This design comes from an exercise in tuning for a short achievable clock period and few clock cycles per item on the open sky130 flow, not from production work.
The RTL was checked by simulation tests, not by an equivalence proof against the original design.

--- design/flow/run.sh ---
#!/bin/bash
# synth_recipe.tcl (not shown) runs the flow's synth.tcl, then flattens the netlist and writes it again
# the make line also repeats each setting of config.mk as NAME=value (left out here)
make -C /OpenROAD-flow-scripts/flow DESIGN_CONFIG=/design/flow/config.mk WORK_HOME=/design/flow/orfs CLKGATE_MAP_FILE= SYNTH_SCRIPT=/design/flow/synth_recipe.tcl finish
--- design/flow/constraint.sdc ---
create_clock -name core_clock -period 9.6 [get_ports {clk}]
set_input_delay 1.9200 -clock core_clock [delete_from_list [all_inputs] [get_ports {clk}]]
set_output_delay 1.9200 -clock core_clock [all_outputs]
set_load 0.01 [all_outputs]
--- design/flow/design.v ---
`timescale 1ns/10ps
module  SOBEL(clk,reset,busy,ready,iaddr,idata,cdata_rd,cdata_wr,caddr_rd,caddr_wr,cwr,crd,csel	);
	input clk,reset;
	input ready;
	input [7:0] idata;
	input [7:0] cdata_rd;
	output reg busy;
	output reg [16:0] iaddr;
	output reg [7:0] cdata_wr;
	output [15:0] caddr_rd;
	output reg [15:0] caddr_wr;
	output reg cwr;
	output crd;
	output reg [1:0] csel;
	assign caddr_rd = 16'd0;
	assign crd = 1'b0;
	localparam IDLE = 2'd0, READ = 2'd1, WRITE = 2'd2, DONE = 2'd3;
	reg [1:0] state;
	reg [3:0] count;
	reg [16:0] count_iaddr;    
	reg [16:0] w_count;        
	reg [71:0] pixel_value;    
	reg [7:0] sobel_x;
	wire [71:0] win = {idata, pixel_value[63:0]};
	wire [7:0] p0 = win[7:0],   p1 = win[15:8],  p2 = win[23:16];
	wire [7:0] p3 = win[31:24], p5 = win[47:40];
	wire [7:0] p6 = win[55:48], p7 = win[63:56], p8 = win[71:64];
	wire signed [11:0] gx = $signed({4'b0, p0}) + $signed({3'b0, p3, 1'b0}) + $signed({4'b0, p6})
	                      - $signed({3'b0, p5, 1'b0}) - $signed({4'b0, p2}) - $signed({4'b0, p8});
	wire signed [11:0] gy_r = $signed({4'b0, pixel_value[7:0]}) + $signed({3'b0, pixel_value[15:8], 1'b0}) + $signed({4'b0, pixel_value[23:16]})
	                        - $signed({3'b0, pixel_value[63:56], 1'b0}) - $signed({4'b0, pixel_value[55:48]}) - $signed({4'b0, pixel_value[71:64]});
	function [7:0] clamp(input signed [11:0] v);
		if (v > 255) clamp = 8'd255;
		else if (v < 0) clamp = 8'd0;
		else clamp = v[7:0];
	endfunction
	wire [8:0] temp_combine = sobel_x + cdata_wr + 9'd1;
	always @(posedge clk)
	begin
		if (reset) begin
			state <= IDLE;
			busy <= 1'b0;
			cwr <= 1'b0;
			csel <= 2'b00;
			count <= 4'd0;
			iaddr <= 17'd0;
			count_iaddr <= 17'd0;
			w_count <= 17'd0;
			caddr_wr <= 16'd0;
			cdata_wr <= 8'd0;
		end
		else begin
			case (state)
			IDLE: begin
				if (ready) begin
					busy <= 1'b1;
					state <= READ;
					count <= 4'd0;
					count_iaddr <= 17'd0;
					iaddr <= 17'd0;
					w_count <= 17'd0;
				end
			end
			READ: begin
				pixel_value[count*8 +: 8] <= idata;
				if (count == 4'd8) begin
					cwr <= 1'b1;
					csel <= 2'b01;
					cdata_wr <= clamp(gx);
					sobel_x <= clamp(gx);
					caddr_wr <= w_count[15:0];
					state <= WRITE;
				end
				else begin
					if (count == 4'd2 || count == 4'd5)
						iaddr <= iaddr + 17'd256;
					else
						iaddr <= iaddr + 17'd1;
					count <= count + 4'd1;
				end
			end
			WRITE: begin
				if (csel == 2'b01) begin
					csel <= 2'b10;
					cdata_wr <= clamp(gy_r);
				end
				else if (csel == 2'b10) begin
					csel <= 2'b11;
					cdata_wr <= temp_combine[8:1];
				end
				else begin
					cwr <= 1'b0;
					csel <= 2'b00;
					count <= 4'd0;
					w_count <= w_count + 17'd1;
					if (w_count == 17'd65535) begin
						busy <= 1'b0;
						state <= DONE;
					end
					else begin
						state <= READ;
						if (count_iaddr % 258 == 255) begin
							count_iaddr <= count_iaddr + 17'd3;
							iaddr <= count_iaddr + 17'd3;
						end
						else begin
							count_iaddr <= count_iaddr + 17'd1;
							iaddr <= count_iaddr + 17'd1;
						end
					end
				end
			end
			default: ;
			endcase
		end
	end
endmodule
--- design/flow/config.mk ---
export PLATFORM = sky130hd
export DESIGN_NAME = SOBEL
export DESIGN_NICKNAME = SOBEL
export VERILOG_FILES = /design/flow/design.v
export SDC_FILE = /design/flow/constraint.sdc
export NUM_CORES = 4
export LEC_CHECK = 0
export CAP_MARGIN = 20
export CORE_MARGIN = 2
export CORE_UTILIZATION = 40
export SLEW_MARGIN = 20
==> flow_summary.ini <==
[yosys]
synth_top_family_by_area = compound AO/OA/AOI/OAI gates
synth_warnings = 1
netlist_area_um2 = 12400
synth_compound_area_share_pct = 21.3
synth_xor_area_share_pct = 4.98
synth-seq-cells = 157
syn-instance-count = 1411
ys.flop_type = dfxtp_1
synth_edf_count = 72
avgSynthCellArea_um2 = 8.81
synthMuxAreaShare_pct = 1.26
seq_area_frac_synth_pct = 31.1
synth_cell_types = 101
synth_adder_area_share_pct = 15.3
synthArstFlopShare_pct = 0
yosys.area_share.simple_pct = 19.3

[placed_design]
hpwl_um = 23300
gp_congestion = 0.878
pre_cts_ws_ns = 0.323
portBuffers = 55
dp.cells = 1823

[critical_path]
crit_required_ns = 9.89
crit_path_start_kind = register
critPathSlowestCell = or4_1
end_kind = register
crit_arrival_ns = 9.19
crit_type = register to register
ff2ff_path_depth = 38
critPathMaxFanout = 19
crit_top_cell = buf_4
slowest_delay_ns = 0.58

[power]
ir_drop_mv = 0.151
powerDensity_nw_per_um2 = 193
power.leakage_nw = 5.44
power_w = 0.00273

[status]
outcome = finished clean

[sta]
tightest_slew_ns = 1.08
rsz0062_at_grt = false
fin_worst_skew_ns = 0.00819
relSlewSlack_pct = 27.3
hold_viol = 0
finalSetupViolations = 0
setup_slack_ns = 0.697
period_share_pct = 92.7
finalWorstPathRequiredPeriod_ns = 8.90
timing.setup.tns_ns = 0
drv_slew = 0
fmax_mhz = 112

[finish]
insertedDiodeCount = 0
stdcell_count = 1869
layout-drive-gt1-share_pct = 9.71
nNetsFinal = 1593
syn2layout_area_growth_pct = 13.6
nFillCells = 2990

[global_route]
grt_use_total_pct = 19.3
grt_pass1_wl_um = 51400
grt_max_degree = 75
first_global_vias = 9783
overflow = 0
antenna_found_initial = 0

[clock_tree]
cts_tree = yes
clkSlewWorstSetupHoldPaths_ns = 0.07
clk_latency_ns = 0.43
root_buffer = clkbuf_16
cts_max_level = 4
cts_buffers = 17
holdBufCountCts = 0
cts_sinks = 157
cts_buffer_depth = 2

[route]
wl_met1_um = 15500
drc = 0
first_iter_violations = 774
routedWlPerCell_um = 16.8
wl_met3_um = 1340
drt-pass1-iter-count = 5
vias = 10300
met2_length_um = 14200
ant_nets = 0
topRoutingLayerUsed = met4
wirelength_um = 31400
vias_per_cell = 5.49

[hold_path]
whs_path_depth = 2
min_path_type = register to register

[die]
boundaryPins = 81
die_area_um2 = 32500
num_rows = 64
fp.dieW_um = 180
fp.dieH_um = 180
start_util_pct = 40.6
core_area_um2 = 30600

[run]
cap_violations = 0
[critical path: cells and delay by family, from the launching register on]
kind,cells,cell delay [ns]
AOI/OAI and AO/OA,15,3.16
xor gates and xnor gates,2,0.38
adders and majority gates,2,0.64
buffers and inverters,5,0.88
DFF,1,0.33
and+or+nand+nor,14,3.36
[cells in the final DEF (no fill, tap or decap), drive strengths merged, types with 32 or more instances in the layout]
master         count
edfxtp            72
a21oi            108
nand3             38
buf               37
ha                50
nand2            164
dfxtp             85
fa                64
clkdlybuf4s50     54
nor2             144
o21ai             68
xnor2             48
nor3              32
inv              113
[cell usage after synthesis (9+ instances only)]
| master | number | area, um^2 |
|---|---|---|
| inv_1 | 109 | 409 |
| ha_1 | 50 | 626 |
| edfxtp_1 | 72 | 2160 |
| dfxtp_1 | 85 | 1700 |
| nand2b_1 | 11 | 68.8 |
| a21o_1 | 15 | 113 |
| xnor2_1 | 48 | 420 |
| clkbuf_1 | 41 | 154 |
| o221ai_1 | 10 | 87.6 |
| fa_1 | 64 | 1280 |
| nand2_1 | 163 | 612 |
| o211ai_1 | 16 | 120 |
| and2_1 | 9 | 56.3 |
| a22o_1 | 29 | 254 |
| nand3_1 | 37 | 185 |
| buf_4 | 25 | 188 |
| nand4_1 | 14 | 87.6 |
| o21bai_1 | 12 | 90.1 |
| a21oi_1 | 106 | 531 |
| nor2_1 | 144 | 541 |
| o21ai_0 | 62 | 310 |
| nor2b_1 | 9 | 56.3 |
| nor3_1 | 30 | 150 |
| a211oi_1 | 9 | 67.6 |
| o31ai_1 | 11 | 82.6 |
| and3_1 | 19 | 119 |
| mux2i_1 | 10 | 100 |
| xor2_1 | 19 | 166 |
[sequential cells by signal (all words and copies together) (netlist names)]
name	cells
w_count	17
iaddr	17
state	2
cdata_wr	8
sobel_x	8
cwr	1
count	4
caddr_wr	16
busy	1
pixel_value	64
count_iaddr	17
csel	2
[area by class of cell]
class / count / area, um^2 / area share (%)
multi-input combinational: 1083 / 7950 / 56.3
sequential: 157 / 3870 / 27.4
timing repair buffer: 91 / 816 / 5.78
tap: 396 / 495 / 3.51
clock buffer: 21 / 492 / 3.48
inverter: 110 / 413 / 2.92
clock inverter: 11 / 78.8 / 0.558
[per-stage QoR]
stage	hold slack, ns	area [um^2]	utilization, %
2_1_floorplan	0.446	12500	-
3_5_place_dp	0.452	13300	43.4
4_1_cts	0.468	13900	45.3
3_3_place_gp	0.444	13300	43.4
6_report	0.464	14100	46.2
5_1_grt	0.483	14100	46.2
[per-layer routing]
metal / vias to the layer above / global-route usage (%)
met5: - / 0
met4: 0 / 5.29
met3: 28 / 3.44
met2: 202 / 29.9
met1: 4949 / 27.7
li1: 5084 / -
[power by group]
group / switching (W) / internal [W]
clock network: 0.000296 / 0.000369
registers: 0.0000454 / 0.000771
logic: 0.000711 / 0.000537
[cell families (layout without fill, tap and decap cells)]
kind of cell,after synthesis,in the layout
buffers and inverters,187,233
AOI/OAI and AO/OA,374,374
other,1,17
muxes,15,15
DFF,157,157
adders and majority gates,114,114
xor gates and xnor gates,69,69
and+or+nand+nor,494,494
[timing repair]
item / CTS / global route
endpoints found under the setup margin: 0 / 21
gates resized for setup: 0 / 32
buffers inserted: 0 / 13
hold endpoints to repair: 0 / 0
[path summary, 6_finish.rpt]
path         slack [ns]                       end                          from
max                0.70    iaddr[16]$_SDFFE_PP0P_  count_iaddr[12]$_SDFFE_PP0P_
min                0.46  caddr_wr[0]$_SDFFE_PP0P_      caddr_wr[0]$_SDFFE_PP0P_
max reg2reg        0.70    iaddr[16]$_SDFFE_PP0P_  count_iaddr[12]$_SDFFE_PP0P_
min reg2reg        0.46  caddr_wr[0]$_SDFFE_PP0P_      caddr_wr[0]$_SDFFE_PP0P_
Testbench counts, summed over its fixed seeds: cycles 3,145,736, pixels 262,144.

==> what the ideal ports hide <==
No port has a modelled driver above. Below, the same layout with a new extraction and two added sets of constraints.
Step 1 sets driving cells, clkbuf_16 on the clock port and buf_2 on the other inputs (assumed; they add their load-dependent delay and slew).
Step 2 also shifts input and output timing later by t, the mid clock arrival at the registers, as if the neighbouring blocks saw the same clock.
a / b / c = ideal / step 1 / step 2; a / b = the first two.
shift t [ns]: 0.478
slack for setup (ns): 0.697 / 0.697 / 0.697
worst setup path after step 2: register to register
cell pins on the clock port's net: 1
After both steps this run still meets setup and hold. For this run, drivers alone change the setup slack by 0.000 ns; drivers and shift together by 0.000 ns.
